This is an optimization exercise on Yosys and OpenROAD, whose aim is small area, a short achievable clock period and few clock cycles per item, not a production implementation. Function was checked by simulation only, so behaviour that the tests miss may differ from the original. No activity file was given, so power comes from the tool's default toggle rates.

===== flow/run.sh =====
#!/bin/bash
# synth_recipe.tcl (not shown) runs the flow's synth.tcl, then flattens the netlist and writes it again
# the make line also repeats each setting of config.mk as NAME=value (left out here)
make -C /OpenROAD-flow-scripts/flow DESIGN_CONFIG=/design/flow/config.mk WORK_HOME=/design/flow/orfs CLKGATE_MAP_FILE= SYNTH_SCRIPT=/design/flow/synth_recipe.tcl finish

===== flow/config.mk =====
export PLATFORM = sky130hd
export DESIGN_NAME = PROCESSOR
export DESIGN_NICKNAME = PROCESSOR
export VERILOG_FILES = /design/flow/design.v
export SDC_FILE = /design/flow/constraint.sdc
export NUM_CORES = 4
export LEC_CHECK = 0
export CAP_MARGIN = 20
export CORE_MARGIN = 2
export CORE_UTILIZATION = 30
export SETUP_SLACK_MARGIN = 5
export SLEW_MARGIN = 20
export SYNTH_HIERARCHICAL = 1
export SYNTH_MINIMUM_KEEP_SIZE = 0

===== flow/constraint.sdc =====
create_clock -name core_clock -period 10.0 [get_ports {iClk}]
set_input_delay 2.0000 -clock core_clock [delete_from_list [all_inputs] [get_ports {iClk}]]
set_output_delay 2.0000 -clock core_clock [all_outputs]
set_load 0.01 [all_outputs]

===== flow/design.v =====
module AO22(a1, a2, b1, b2, x);
input wire a1, a2, b1, b2;
output wire x;
assign x = (a1 & a2) | (b1 & b2);
endmodule
module AOI222(a1, a2, b1, b2, c1, c2, y);
input wire a1, a2, b1, b2, c1, c2;
output wire y;
assign y = ~((a1 & a2) | (b1 & b2) | (c1 & c2));
endmodule
module AOI22(a1, a2, b1, b2, y);
input wire a1, a2, b1, b2;
output wire y;
assign y = ~((a1 & a2) | (b1 & b2));
endmodule
module REG32(
    iClk,
    nRst, iEn,
    iD, oQ
);
input wire iClk, nRst, iEn;
input wire [31:0] iD;
output reg [31:0] oQ;
always@(posedge iClk or negedge nRst)
begin
    if(!nRst) oQ <= 32'd0;
    else begin
        if(iEn) oQ <= iD;
    end
end
endmodule
module registers(
    iClk, nRst,
    iWrite, iAddrW, iDataW,
    iBypV, iBypAddr, iBypData,
    iAddrA, iAddrB,
    oRegA, oRegB
);
input wire iClk, nRst;
input wire iWrite;
input wire [4:0] iAddrW;
input wire [31:0] iDataW;
input wire iBypV;
input wire [4:0] iBypAddr;
input wire [31:0] iBypData;
input wire [4:0] iAddrA, iAddrB;
output wire [31:0] oRegA, oRegB;
reg  [32*32-1:32] rf;    
wire [32*32-1:32] rf_d;
reg  [31:1] vld;
wire [31:1] we, nwe, byp;
wire [31:0] selA, selB;   
assign selA[0] = iBypV && (iBypAddr == iAddrA) && (iAddrA != 5'd0);
assign selB[0] = iBypV && (iBypAddr == iAddrB) && (iAddrB != 5'd0);
genvar g, b;
generate
    for (g = 1; g < 32; g = g + 1) begin : dec
        assign we[g]   = iWrite && (iAddrW == g);
        assign nwe[g]  = !we[g];
        assign byp[g]  = iBypV && (iBypAddr == g);
        assign selA[g] = vld[g] && !byp[g] && (iAddrA == g);
        assign selB[g] = vld[g] && !byp[g] && (iAddrB == g);
        for (b = 0; b < 32; b = b + 1) begin : wb
            AO22 wr(.a1(we[g]), .a2(iDataW[b]), .b1(nwe[g]), .b2(rf[g*32+b]), .x(rf_d[g*32+b]));
        end
    end
    for (b = 0; b < 32; b = b + 1) begin : rd
        wire [31:0] col = {rf[31*32+b], rf[30*32+b], rf[29*32+b], rf[28*32+b],
                           rf[27*32+b], rf[26*32+b], rf[25*32+b], rf[24*32+b],
                           rf[23*32+b], rf[22*32+b], rf[21*32+b], rf[20*32+b],
                           rf[19*32+b], rf[18*32+b], rf[17*32+b], rf[16*32+b],
                           rf[15*32+b], rf[14*32+b], rf[13*32+b], rf[12*32+b],
                           rf[11*32+b], rf[10*32+b], rf[ 9*32+b], rf[ 8*32+b],
                           rf[ 7*32+b], rf[ 6*32+b], rf[ 5*32+b], rf[ 4*32+b],
                           rf[ 3*32+b], rf[ 2*32+b], rf[ 1*32+b], iBypData[b]};
        RDBIT pa(.iSel(selA), .iD(col), .oQ(oRegA[b]));
        RDBIT pb(.iSel(selB), .iD(col), .oQ(oRegB[b]));
    end
endgenerate
always @(posedge iClk) rf <= rf_d;
always @(posedge iClk or negedge nRst) begin
    if (!nRst) vld <= 31'd0;
    else vld <= vld | we;
end
endmodule
module RDBIT(iSel, iD, oQ);
input  wire [31:0] iSel, iD;
output wire        oQ;
wire [10:0] n;
genvar t;
generate
    for (t = 0; t < 10; t = t + 1) begin : g3
        AOI222 u(.a1(iSel[3*t]), .a2(iD[3*t]), .b1(iSel[3*t+1]), .b2(iD[3*t+1]),
                 .c1(iSel[3*t+2]), .c2(iD[3*t+2]), .y(n[t]));
    end
endgenerate
AOI222 u10(.a1(iSel[30]), .a2(iD[30]), .b1(iSel[31]), .b2(iD[31]), .c1(1'b0), .c2(1'b0), .y(n[10]));
assign oQ = ~(&n[3:0]) | ~(&n[7:4]) | ~(&n[10:8]);
endmodule
module ALU(
    iSub,
    iRegA, iRegB,
    oRegC
);
input  wire        iSub;
input  wire [31:0] iRegA, iRegB;
output wire [31:0] oRegC;
assign oRegC = iRegA + iRegB + {31'd0, iSub};
endmodule
module PROCESSOR (
    iClk, nRst, iRDY,
    oMemAddr, oMemData,
    iMemData,
    oMemWrite, oMemRead
);
input wire iClk, nRst, iRDY;
output wire [31:0] oMemAddr, oMemData;
input wire  [31:0] iMemData;
output wire        oMemWrite, oMemRead;
wire [4:0]  fA   = iMemData[31:27];
wire [4:0]  fB   = iMemData[26:22];
wire [10:0] fOpx = iMemData[16:6];
wire [5:0]  fOp  = iMemData[5:0];
wire f_addi = (fOp == 6'h04);
wire f_ldw  = (fOp == 6'h17);
wire f_stw  = (fOp == 6'h15);
wire f_br   = (fOp == 6'h06);
wire f_beq  = (fOp == 6'h26);
wire f_blt  = (fOp == 6'h16);
wire f_call = (fOp == 6'h00);
wire f_rt   = (fOp == 6'h3A);
wire f_add  = f_rt && (fOpx == 11'h620);
wire f_sub  = f_rt && (fOpx == 11'h720);
wire f_ret  = f_rt && (fOpx == 11'h0A0);
wire f_wr   = f_addi || f_add || f_sub || f_call;
wire [4:0] f_dest = f_rt ? iMemData[21:17] : f_call ? 5'd31 : fB;
reg [31:0] eA, eB;       
reg [31:0] eY;           
reg [25:0] eI;           
reg [31:0] ePF;          
reg e_wr, e_call, e_ret, e_br, e_beq, e_blt, e_ldw, e_stw, e_rt, e_sub;
reg e_done;              
reg [4:0] e_dest;        
wire [31:0] e_imm   = {{16{eI[15]}}, eI[15:0]};
wire [31:0] e_imm26 = {6'd0, eI};
wire [31:0] sum;
ALU alu(.iSub(e_sub), .iRegA(eA), .iRegB(eY), .oRegC(sum));
wire [31:0] e_res = e_call ? ePF : sum;
wire e_taken = e_br || (e_beq && (eA == e_imm)) || (e_blt && (eA < eB));
wire [31:0] nfa = e_call  ? e_imm26 :
                  e_taken ? ePF + e_imm :
                  ePF;
wire mem = (e_ldw || e_stw) && !e_done;    
wire [31:0] ra, rb;
registers regs(
    .iClk(iClk), .nRst(nRst),
    .iWrite(iRDY && (mem ? e_ldw : e_wr)), .iAddrW(e_dest), .iDataW(mem ? iMemData : e_res),
    .iBypV(e_wr), .iBypAddr(e_dest), .iBypData(e_res),
    .iAddrA(fA), .iAddrB(fB),
    .oRegA(ra), .oRegB(rb)
);
wire [31:0] pf_nx = e_call ? e_imm26 :
                    e_ret  ? eA :
                    nfa + 32'd4;
wire fetch = iRDY && !mem;    
always @(posedge iClk) begin
    if (fetch) begin
        eA    <= ra;
        eB    <= rb;
        eY    <= f_rt ? (rb ^ {32{f_sub}}) : {{16{iMemData[21]}}, iMemData[21:6]};
        ePF   <= pf_nx;
        e_ret <= f_ret;
        e_br  <= f_br;
        e_beq <= f_beq;
        e_blt <= f_blt;
        e_rt  <= f_rt;
        e_sub <= f_sub;
        e_dest <= f_dest;
    end
end
always @(posedge iClk or negedge nRst) begin
    if (!nRst) begin
        eI     <= 26'd0;
        e_call <= 1'b1;
        e_wr   <= 1'b0;
        e_ldw  <= 1'b0;
        e_stw  <= 1'b0;
        e_done <= 1'b0;
    end else if (iRDY) begin
        if (mem) begin
            e_done <= 1'b1;
        end else begin
            eI     <= iMemData[31:6];
            e_call <= f_call;
            e_wr   <= f_wr;
            e_ldw  <= f_ldw;
            e_stw  <= f_stw;
            e_done <= 1'b0;
        end
    end
end
assign oMemAddr  = mem ? sum : nfa;
assign oMemRead  = !(mem && e_stw);
assign oMemWrite = mem && e_stw;
assign oMemData  = eB;
endmodule

==> results of run 1 <==
## synth_stat cells, types with 90 or more instances
library cell  instances
nand4_1             159
a222oi_1            704
mux2_2               90
ha_1                 93
inv_1                95
nand3_1             101
a22o_1              994
o21ai_0             115
dfxtp_1             992
edfxtp_1            138
nor2_1              116
nand2_1             177
a21oi_1             134
## per-module statistics from Yosys, one instance, submodules excluded
module	cells inside	area (um^2)	flops+latches	copies in the design
AOI222	1	10.01	0	704
registers	1299	22160	1023	1
ALU	258	1819	0	1
AO22	1	8.758	0	992
PROCESSOR	1276	12320	169	1
RDBIT	5	27.53	0	64
## sequential cells by signal (all words and copies together) (netlist names), 5 cells and up
register	count
eB	32
ePF	32
eA	32
regs.vld	31
eI	26
regs.rf	992
e_dest	5
eY	32
## area by class of cell
| type | count | area, um^2 | area share [%] |
|---|---|---|---|
| Multi-Input combinational cell | 3534 | 29640 | 44.64 |
| Sequential cell | 1192 | 25570 | 38.51 |
| Clock inverter | 41 | 559.3 | 0.8423 |
| Timing Repair Buffer | 404 | 3447 | 5.191 |
| Tap cell | 2355 | 2947 | 4.438 |
| Clock buffer | 196 | 3827 | 5.764 |
| Antenna cell | 15 | 37.54 | 0.05653 |
| Inverter | 97 | 374.1 | 0.5634 |
## kinds of logic after synthesis
group,Yosys count
DFF,1192
AOI/OAI and AO/OA,2171
xor gates and xnor gates,112
muxes,114
and+or+nand+nor,907
other,64
buffers and inverters,193
adders and majority gates,96
## worst paths after layout
path                         startpoint      endpoint  slack [ns]  cells past startpoint
max reg2reg                      eA[31]       ePF[16]        4.98                     21
max                               eA[0]  oMemAddr[16]        3.86                     11
max in group asynchronous          nRst  regs.vld[20]        7.74                      2
min reg2reg                regs.vld[18]  regs.vld[18]        0.47                      1
min in group asynchronous          nRst        eI[11]        1.11                      1
min                        regs.vld[18]  regs.vld[18]        0.47                      1
## worst register-to-register path, delay by kind of cell (launching register included)
family	cells	cell delay [ns]
AOI/OAI and AO/OA	4	1.22
adders and majority gates	2	0.43
buffers and inverters	11	1.44
DFF	1	0.45
muxes	1	0.31
and+or+nand+nor	3	0.89
## timing repair
item,CTS,global route
gates cloned,7,1
buffers inserted,87,76
resized for setup,285,161
pin swaps,62,70
setup endpoints to repair,84,64
endpoints found under the hold margin,0,0
## layer usage
metal | part of all wire [%] | up-vias | global-route usage, %
met3 | 14 | 960 | 8.706
met4 | 7.2 | 12 | 17.99
met2 | 42 | 4549 | 40.01
met1 | 37 | 26657 | 34.57
met5 | 0.030 | - | 0.1323
li1 | - | 22095 | -
## per-stage QoR
step / power, W / utilization [%] / area (um^2) / hold WS (ns)
2_1_floorplan: 0.006522 / - / 54260 / 0.4275
4_1_cts: 0.01248 / 36.54 / 65130 / 0.4655
5_1_grt: 0.01305 / 37.24 / 66370 / 0.4779
6_report: 0.01272 / 37.26 / 66400 / 0.4663
3_5_place_dp: 0.007375 / 33.25 / 59260 / 0.4476
3_3_place_gp: 0.007351 / 33.24 / 59250 / 0.4438
## report_power, final
part	total (W)	switching (W)	leakage (nW)	internal (W)
registers	0.00526	0.000192	10.2	0.00507
clock network	0.00499	0.00213	2.13	0.00286
logic	0.00247	0.00159	12.6	0.000882
==> impl_metrics.yaml, run 1 <==
run_status:
  status: "complete, no violations"
floorplanning:
  fp.coreArea_um2: 178200
  dieArea_um2: 182700
  die_h_um: 427.5
  row_count: 155
  io_pins: 101
  initial_core_util_pct: 30.19
  fp.dieW_um: 427.5
worst_setup_path:
  worstSetupPathType: "reg2out"
  path_common_cell: "fa_2"
  cp_top_family: "compound AO/OA/AOI/OAI gates"
  crit_buf_inv: 1
  endpoint_kind: "output pin"
  critPathSlowestCell: "or4b_4"
  critPathRequiredTime_ns: 8.00
  slowest_delay_ns: 0.54
  critPathArrivalTime_ns: 4.14
  start_kind: "flop"
  cp_cell_sequence: "fa_2, fa_2, a21o_2, a221o_1, nor3b_2, or4b_4, a31oi_4, xnor2_2, nor2_1, a21oi_2, buf_2"
  worst-path-max-fanout: 3
job:
  drv_cap: 0
timing:
  setup_viol: 0
  final_hold_viol_count: 0
  fin_ws_ns: 3.863
  fin_skew_ns: 0.04606
  slew_viol_final: 0
  finalCriticalPeriod_ns: 6.137
  finalCritPeriodShare_pct: 61.37
  slew_headroom_pct: 29.90
  timing.fmax_ghz: 0.1630
  worstMarginPinSlew_ns: 1.051
  rsz0062_at_grt: "yes"
  fin_tns_setup_ns: 0
cts:
  clk_pin_slew_worst_paths_ns: 0.06
  clock_sinks: 1192
  clock_latency_ns: 0.80
  cts_root_buf: "clkbuf_16"
  cts_max_level: 4
  tritoncts: "done"
  cts_buffer_depth: 3
  cts_hold_buf: 0
  numCtsBuffers: 132
cells_and_area:
  layout.cells.most_common_list: "a22o_1 (994), dfxtp_1 (992), a222oi_1 (704)"
  layout_commonest_cell: "a22o_1"
  nFillCells: 17304
  fin_cells: 7834
  area_delta_synth_final_pct: 23.42
  drive_gt1_share_pct: 17.04
  nets: 5492
synth:
  synthFlopType: "dfxtp_1"
  ys_seq_elements: 1192
  synth-seq-area-share_pct: 47.50
  yosysWarnings: 8
  synth_xor_area_share_pct: 1.823
  synth_top_area_share_pct: 36.91
  synth-compound-area-share_pct: 35.02
  synthTopCellsByArea: "dfxtp_1 (37%), a22o_1 (16%), a222oi_1 (13%)"
  synthAdderAreaFrac_pct: 2.275
  synth_top_family_by_area: "compound AO/OA/AOI/OAI gates"
  synth-edff-count: 138
  synth.distinct_cells: 102
  avgSynthCellArea_um2: 11.09
  syn_area_um2: 53800
  netlist_instances: 4849
  synth_mux_area_share_pct: 2.330
  synth_simple_gate_area_share_pct: 9.142
  synth_top_area_cell: "dfxtp_1"
  async_flop_share_pct: 5.201
place:
  place_ws_ns: 3.568
  port_buffers: 100
  gp_congestion: 0.9906
  dp.cells: 7411
  dp_hpwl_um: 156500
global_routing:
  grt_max_degree: 91
  grt_pass1_wl_um: 368500
  grt_remaining_overflow: 0
  grt_usage_pct: 27.41
  antenna_found_initial: 32
  grt_pass1_vias: 51041
routing:
  routed-via-count: 54273
  wl_per_cell_um: 33.91
  ant_nets: 0
  dr.pass1.iters: 17
  drc_errors: 0
  wirelength_um: 265700
  viasPerCell: 6.928
  dr.first_iter.drc_count: 12933
power:
  power_density_nw_per_um2: 191.5
  p_leak_nw: 24.92
  peakVddDrop_uv: 145.5
worst_hold_path:
  min_path_type: "reg2reg"
Testbench counts, summed over its fixed seeds: cycles 72,000, txns 72,000.
==> inputs of run 2 (changes only) <==
--- a/flow/design.v
+++ b/flow/design.v
@@ -106,5 +106,6 @@
 input  wire [31:0] iRegA, iRegB;
 output wire [31:0] oRegC;
-assign oRegC = iRegA + iRegB + {31'd0, iSub};
+wire [32:0] t = {iRegA, 1'b1} + {iRegB, iSub};
+assign oRegC = t[32:1];
 endmodule
 module PROCESSOR (
--- a/flow/config.mk
+++ b/flow/config.mk
@@ -9,4 +9,6 @@
 export CORE_MARGIN = 2
 export CORE_UTILIZATION = 30
+export CTS_CLUSTER_DIAMETER = 80
+export CTS_CLUSTER_SIZE = 25
 export SETUP_SLACK_MARGIN = 5
 export SLEW_MARGIN = 20
==> run 2 against run 1 <==
Against the previous run:
- utilization shrank 0.88 points
- final cell count fell by 1.2%
- still clean on timing, DRC and antenna
- power decreased by 13%
- critical path depth did not move
- largest cell class unchanged
==> impl_metrics.yaml, run 2 <==
run_status:
  status: "complete, no violations"
floorplanning:
  row_count: 155
  initial_core_util_pct: 30.10
  die_h_um: 426.6
  dieArea_um2: 182000
  io_pins: 101
  fp.coreArea_um2: 178000
  fp.dieW_um: 426.6
synth:
  netlist_instances: 4803
  ys_seq_elements: 1192
  synthFlopType: "dfxtp_1"
  syn_area_um2: 53590
  synth_top_family_by_area: "compound AO/OA/AOI/OAI gates"
  synth_top_cells_by_count: "a22o_1 (996), dfxtp_1 (992), a222oi_1 (704), nand2_1 (174), nand4_1 (161)"
  yosysMostFrequentCell: "a22o_1"
  synth-edff-count: 138
  synthTopCellsByArea: "dfxtp_1 (37%), a22o_1 (16%), a222oi_1 (13%)"
  async_flop_share_pct: 5.201
  yosysWarnings: 8
  synth_xor_area_share_pct: 2.059
  synth_top_area_cell: "dfxtp_1"
  synth_top_area_share_pct: 37.06
  synthAdderAreaFrac_pct: 2.270
  synth-seq-area-share_pct: 47.69
  synth_simple_gate_area_share_pct: 8.838
  synth_mux_area_share_pct: 2.384
  avgSynthCellArea_um2: 11.16
  synth.distinct_cells: 97
  synth-compound-area-share_pct: 34.97
cts:
  numCtsBuffers: 60
  cts_max_level: 2
  clock_sinks: 1192
  cts_root_buf: "clkbuf_16"
  cts_buffer_depth: 3
  clk_pin_slew_worst_paths_ns: 0.10
  tritoncts: "done"
  cts_hold_buf: 0
  clock_latency_ns: 0.80
routing:
  dr.pass1.iters: 15
  wl_per_cell_um: 34.09
  ant_nets: 0
  drc_errors: 0
  dr.first_iter.drc_count: 13323
  wirelength_um: 263800
  viasPerCell: 7.002
  routed-via-count: 54174
global_routing:
  grt_remaining_overflow: 0
  grt_pass1_wl_um: 367000
  grt_max_degree: 96
  grt_pass1_vias: 50903
  antenna_found_initial: 29
  grt_usage_pct: 27.21
cells_and_area:
  regMostFlops: "regs.rf"
  layout.cells.most_common_list: "a22o_1 (995), dfxtp_1 (992), a222oi_1 (704)"
  drive_gt1_share_pct: 17.21
  area_delta_synth_final_pct: 20.86
  design_area_um2: 64760
  seq_area_um2: 25570
  multi_input_area_um2: 29650
  nets: 5468
  largest_register_ffs: 992
  nFillCells: 17387
  layout_commonest_cell: "a22o_1"
timing:
  rsz0062_at_grt: "yes"
  finalCriticalPeriod_ns: 6.083
  slew_headroom_pct: 20.08
  fin_skew_ns: 0.09795
  setup_viol: 0
  timing.fmax_ghz: 0.1644
  final_hold_viol_count: 0
  finalCritPeriodShare_pct: 60.83
  slew_viol_final: 0
  fin_tns_setup_ns: 0
  worstMarginPinSlew_ns: 1.194
power:
  peakVddDrop_uv: 162.6
  netSwitchingFraction_pct: 33.14
  power_density_nw_per_um2: 170.2
  p_comb_share_pct: 25.5
  p_leak_nw: 24.14
  p_int_w: 0.007370
  power_frac_clock_pct: 26.7
  switching_power_w: 0.003653
  seqPwrFrac_pct: 47.8
place:
  gp_congestion: 1.004
  dp_hpwl_um: 158100
  port_buffers: 100
  dpl_cell_area_um2: 59110
worst_setup_path:
  critPathRequiredTime_ns: 8.00
  critPathArrivalTime_ns: 4.08
  worstSetupPathType: "reg2out"
  start_kind: "flop"
  worst-path-max-fanout: 3
  endpoint_kind: "output pin"
  r2r_slack_ns: 4.05
job:
  drv_cap: 0
worst_hold_path:
  min_path_type: "reg2reg"
run 2: area by class of cell:
type / instances / area share (%)
inverters: 84 / 0.4946
clock buffers: 77 / 2.465
clock inverters: 18 / 0.4212
well taps: 2355 / 4.550
flip-flops and latches: 1192 / 39.49
repair buffers: 501 / 6.748
multi-input cells: 3498 / 45.79
diodes: 12 / 0.04637
run 2: worst max-delay path, stage by stage, from the launching register on:
cell	delay (ns)
edfxtp_1	0.45
buf_6	0.16
fa_2	0.36
a21o_1	0.20
a221o_1	0.39
a211o_1	0.36
o2111a_1	0.27
or4_1	0.39
and4_1	0.22
a21o_1	0.18
a22o_1	0.20
buf_2	0.14
run 2: kinds of logic (layout without fill, tap and decap cells):
kind of cell | count (synthesis) | count (layout)
compound gates | 2151 | 2152
xor+xnor | 126 | 126
fa+ha+maj | 96 | 96
buf+inv | 178 | 680
flops | 1192 | 1192
mux | 116 | 116
other cells | 64 | 140
simple gates | 880 | 880
run 2: final timing paths:
check | from | endpoint | cells past startpoint
setup reg to reg | ePF[2] | ePF[24] | 37
hold / removal | regs.vld[29] | regs.vld[29] | 1
setup / recovery | ePF[1] | oMemAddr[26] | 11
min in group asynchronous | nRst | e_done | 1
hold reg to reg | regs.vld[29] | regs.vld[29] | 1
max in group asynchronous | nRst | eI[15] | 2
run 2: per-stage QoR:
step                      worst slack, ns  power, W  instances  util (%)  hold slack (ns)
after floorplan                     4.968  0.006524       4867         -           0.4275
after global placement              3.734  0.007348       7375     33.20           0.4460
after detailed placement            3.652  0.007368       7375     33.20           0.4480
after CTS                           3.906   0.01063       7655     35.64           0.4755
after global routing                3.851   0.01131       7728     36.36           0.4997
final                               3.917   0.01102       7737     36.38           0.4732
run 2: power by group through the flow:
stage / Combinational (W) / Sequential, W / Clock (W)
CTS: 0.00243 / 0.00525 / 0.00294
global placement: 0.00198 / 0.00537 / 0
floorplan: 0.00123 / 0.00529 / 0
finish: 0.00281 / 0.00527 / 0.00294
detailed placement: 0.00200 / 0.00537 / 0
global route: 0.00291 / 0.00528 / 0.00311
run 2: per-module statistics from Yosys, one instance, submodules excluded:
module     cells  copies in the design
AO22           1                   992
registers   1299                     1
AOI222         1                   704
RDBIT          5                    64
ALU          243                     1
PROCESSOR   1245                     1
run 2: routing by layer:
metal / vias to the layer above / track usage [%] / share of wire, %
met5: - / 0.02646 / 0.053
met4: 16 / 17.10 / 7.1
met3: 1013 / 8.340 / 14
met2: 4790 / 40.19 / 42
met1: 26489 / 34.42 / 37
li1: 21866 / - / -
run 2: what timing repair did:
action / 4_1_cts / 5_1_grt
hold endpoints to repair: 0 / 0
cloned: 3 / 0
pin swaps: 107 / 101
gates resized for setup: 363 / 175
endpoints found under the setup margin: 82 / 66
buffers inserted: 182 / 70
Testbench counts of run 2, summed over its fixed seeds: cycles 72,000, txns 72,000.
==> inputs of run 3 (changes only) <==
--- a/flow/design.v
+++ b/flow/design.v
@@ -73,7 +73,7 @@
                            rf[11*32+b], rf[10*32+b], rf[ 9*32+b], rf[ 8*32+b],
                            rf[ 7*32+b], rf[ 6*32+b], rf[ 5*32+b], rf[ 4*32+b],
-                           rf[ 3*32+b], rf[ 2*32+b], rf[ 1*32+b], iBypData[b]};
-        RDBIT pa(.iSel(selA), .iD(col), .oQ(oRegA[b]));
-        RDBIT pb(.iSel(selB), .iD(col), .oQ(oRegB[b]));
+                           rf[ 3*32+b], rf[ 2*32+b], rf[ 1*32+b], 1'b0};
+        RDBIT pa(.iSel(selA[31:1]), .iD(col[31:1]), .iBypS(selA[0]), .iBypD(iBypData[b]), .oQ(oRegA[b]));
+        RDBIT pb(.iSel(selB[31:1]), .iD(col[31:1]), .iBypS(selB[0]), .iBypD(iBypData[b]), .oQ(oRegB[b]));
     end
 endgenerate
@@ -84,17 +84,17 @@
 end
 endmodule
-module RDBIT(iSel, iD, oQ);
-input  wire [31:0] iSel, iD;
+module RDBIT(iSel, iD, iBypS, iBypD, oQ);
+input  wire [31:1] iSel, iD;
+input  wire        iBypS, iBypD;
 output wire        oQ;
-wire [10:0] n;
+wire [9:0] n;
 genvar t;
 generate
     for (t = 0; t < 10; t = t + 1) begin : g3
-        AOI222 u(.a1(iSel[3*t]), .a2(iD[3*t]), .b1(iSel[3*t+1]), .b2(iD[3*t+1]),
-                 .c1(iSel[3*t+2]), .c2(iD[3*t+2]), .y(n[t]));
+        AOI222 u(.a1(iSel[3*t+1]), .a2(iD[3*t+1]), .b1(iSel[3*t+2]), .b2(iD[3*t+2]),
+                 .c1(iSel[3*t+3]), .c2(iD[3*t+3]), .y(n[t]));
     end
 endgenerate
-AOI222 u10(.a1(iSel[30]), .a2(iD[30]), .b1(iSel[31]), .b2(iD[31]), .c1(1'b0), .c2(1'b0), .y(n[10]));
-assign oQ = ~(&n[3:0]) | ~(&n[7:4]) | ~(&n[10:8]);
+assign oQ = ~(&n[3:0]) | ~(&n[7:4]) | ~(&n[9:8]) | (iSel[31] & iD[31]) | (iBypS & iBypD);
 endmodule
 module ALU(
--- a/flow/config.mk
+++ b/flow/config.mk
@@ -15,2 +15,3 @@
 export SYNTH_HIERARCHICAL = 1
 export SYNTH_MINIMUM_KEEP_SIZE = 0
+export TNS_END_PERCENT = 20
==> run 3 against run 2 <==
Against the previous run:
- routed wire length is 2.0% lower
- still clean
- via count is 2.7% lower
- global-route usage is 0.43 points lower
- utilization is 0.77 points lower
- sequential cell count stayed put
- critical endpoint is now oMemAddr[28]
- register-to-register slack better by 0.81 ns
==> impl_metrics.yaml, run 3 <==
worst_hold_path:
  holdPathEnd: "regs.vld[28]"
  hold_depth: 1
  min_from: "regs.vld[28]"
  min_path_type: "reg2reg"
synth:
  synth.distinct_cells: 97
  async_flop_share_pct: 5.201
  synthTopCellsByArea: "dfxtp_1 (37%), a22o_1 (17%), a222oi_1 (12%)"
  synthFlopType: "dfxtp_1"
  syn_area_um2: 53510
  avgSynthCellArea_um2: 11.29
  yosysWarnings: 8
  synth_top_cells_by_count: "a22o_1 (1060), dfxtp_1 (992), a222oi_1 (640), nand2_1 (238), nand4_1 (161)"
  netlist_instances: 4739
  synth-edff-count: 138
  ys_seq_elements: 1192
  synth_top_area_cell: "dfxtp_1"
  synth_top_area_share_pct: 37.12
  synth-seq-area-share_pct: 47.76
  yosysMostFrequentCell: "a22o_1"
cts:
  tritoncts: "done"
  clock_sinks: 1192
  cts_root_buf: "clkbuf_16"
  cts_max_level: 3
  cts_buffer_depth: 3
  clk_pin_slew_worst_paths_ns: 0.10
  numCtsBuffers: 66
  clock_latency_ns: 0.70
global_routing:
  grt_pass1_wl_um: 360100
  grt_max_degree: 94
  grt_usage_pct: 26.78
  grt_pass1_vias: 48742
  antenna_found_initial: 12
  grt_remaining_overflow: 0
cells_and_area:
  nets: 5237
  layout.cells.most_common_list: "a22o_1 (1060), dfxtp_1 (992), a222oi_1 (640)"
  regMostFlops: "regs.rf"
  drive_gt1_share_pct: 16.67
  largest_register_ffs: 992
  area_delta_synth_final_pct: 18.33
  final_util_pct: 35.60
  layout_commonest_cell: "a22o_1"
routing:
  wirelength_um: 258500
  wl_per_cell_um: 34.44
  drc_errors: 0
  viasPerCell: 7.025
  dr.pass1.iters: 13
  ant_nets: 0
  routed-via-count: 52728
  dr.first_iter.drc_count: 12184
timing:
  whs_ns: 0.4758
  fin_skew_ns: 0.04328
  rsz0062_at_grt: "yes"
  worstMarginPinSlew_ns: 1.187
  timing.fmax_ghz: 0.1634
  fin_tns_setup_ns: 0
  slew_viol_final: 0
  slew_headroom_pct: 20.58
  finalCritPeriodShare_pct: 61.20
  setup_viol: 0
  finalCriticalPeriod_ns: 6.120
  final_hold_viol_count: 0
worst_setup_path:
  endpoint_kind: "output pin"
  critPathArrivalTime_ns: 4.12
  r2r_slack_ns: 4.86
  r2r-end: "ePF[30]"
  rr_startpoint: "eA[2]"
  start_kind: "flop"
  worst-path-max-fanout: 4
  reg2reg_depth: 23
  worstSetupPathType: "reg2out"
  critPathRequiredTime_ns: 8.00
floorplanning:
  fp.dieW_um: 426.3
  initial_core_util_pct: 30.09
  fp.coreArea_um2: 177800
  die_h_um: 426.3
  dieArea_um2: 181700
  io_pins: 101
  row_count: 155
job:
  drv_cap: 0
place:
  port_buffers: 100
  gp_congestion: 0.9765
  dp_hpwl_um: 156400
power:
  p_leak_nw: 23.35
  peakVddDrop_uv: 103.7
  power_density_nw_per_um2: 167.5
run_status:
  status: "complete, no violations"
[run 3: what timing repair did]
item / in CTS / in global routing
buffers inserted: 87 / 61
hold buffers: 0 / 0
resized for setup: 229 / 204
gates cloned: 3 / 1
pin swaps: 59 / 87
setup endpoints to repair: 169 / 234
[run 3: per-module statistics from Yosys (local to each module, per instance)]
module	flops+latches	cells inside	times used
PROCESSOR	169	1245	1
registers	1023	1299	1
ALU	0	243	1
AO22	0	1	992
AOI222	0	1	640
RDBIT	0	5	64
[run 3: layout make-up]
type / count / area (um^2)
Antenna cell: 5 / 12.51
Tap cell: 2355 / 2947
Timing Repair Buffer: 392 / 3515
Clock inverter: 24 / 400.4
Inverter: 84 / 320.3
Clock buffer: 84 / 1826
Fill cell: 17319 / 114500
Multi-Input combinational cell: 3370 / 28730
Sequential cell: 1192 / 25560
[run 3: worst max path at each step]
stage                            start      endpoint  slack, ns  cells after the start
after floorplan           iMemData[28]         eA[0]       4.38                      7
after global placement          eA[15]  oMemAddr[27]       3.59                     12
after detailed placement        eA[15]  oMemAddr[27]       3.56                     12
after CTS                       ePF[0]  oMemAddr[30]       3.77                     12
after global routing             eI[5]  oMemAddr[14]       3.82                     11
final                           ePF[0]  oMemAddr[28]       3.88                     14
[run 3: critical path, cell delays in order, from the launching register on]
cell and delay [ns]:
edfxtp_1 0.45, ha_4 0.20, fa_2 0.36, a21o_1 0.21, a221o_1 0.42, a211o_4 0.40, o2111ai_2 0.23, buf_4 0.15
buf_4 0.10, nand2_2 0.06, a211oi_4 0.30, nor2_2 0.08, a21oi_2 0.18, o31ai_4 0.11, buf_6 0.16
[run 3: cells by family (layout without fill, tap and decap cells)]
family,Yosys count,in the layout,synth area share [%]
compound gates,2151,2152,34.87
mux,116,116,2.388
xor+xnor,126,126,2.062
buf+inv,178,584,1.342
fa+ha+maj,96,96,2.273
simple gates,880,880,9.300
flops,1192,1192,47.76
other cells,0,5,0
[run 3: per-layer routing]
| metal | up-vias | global-route usage, % | wire length (um) |
|---|---|---|---|
| met3 | 880 | 9.181 | 39430 |
| li1 | 21384 | - | - |
| met2 | 4573 | 38.97 | 107400 |
| met5 | - | 0.6349 | 184 |
| met4 | 10 | 15.48 | 16740 |
| met1 | 25881 | 34.21 | 94770 |
[run 3: where the power goes]
group | internal, W | switching (W)
combinational | 0.000793 | 0.00131
clock | 0.00146 | 0.00181
sequential | 0.00504 | 0.000187
[run 3: stage by stage]
stage	std cells	setup WS (ns)	power, W	area (um^2)
final	7506	3.880	0.01060	63310
after global routing	7502	3.822	0.01089	63300
after CTS	7438	3.774	0.01038	62070
after detailed placement	7240	3.562	0.007054	58540
after global placement	7240	3.585	0.007030	58530
after floorplan	4739	4.383	0.006347	53510
Testbench counts of run 3, summed over its fixed seeds: cycles 72,000, txns 72,000.

-- port drivers added, routing unchanged --
In the flow no input, the clock included, has a driving cell. The finished layouts below were timed again as built, in two steps.
Step 1 assumes that a clkbuf_16 drives the clock port and a buf_2 every other input.
Step 2 moves the port delays by t, midway between the first and last clock arrival at a register: inputs arrive t later, outputs are due t later. That takes back most of the time a late clock gives input paths.
a / b / c = no drivers / after step 1 / after step 2; a / b = the first two.
| run | t, ns | slack for setup (ns) | worst hold slack (ns) | cell pins on the clock port's net |
|---|---|---|---|---|
| run 1 | 0.866 | 3.863 / 3.777 / 4.096 | 0.466 / 0.466 / 0.466 | 1 |
| run 2 | 0.837 | 3.917 / 3.827 / 3.974 | 0.473 / 0.473 / 0.473 | 1 |
| run 3 | 0.774 | 3.880 / 3.788 / 3.829 | 0.476 / 0.476 / 0.476 | 1 |
After both steps every run listed still meets setup and hold. The setup slack of run 3, which loses most, moves by -0.092 ns with the drivers and by -0.051 ns with both steps.
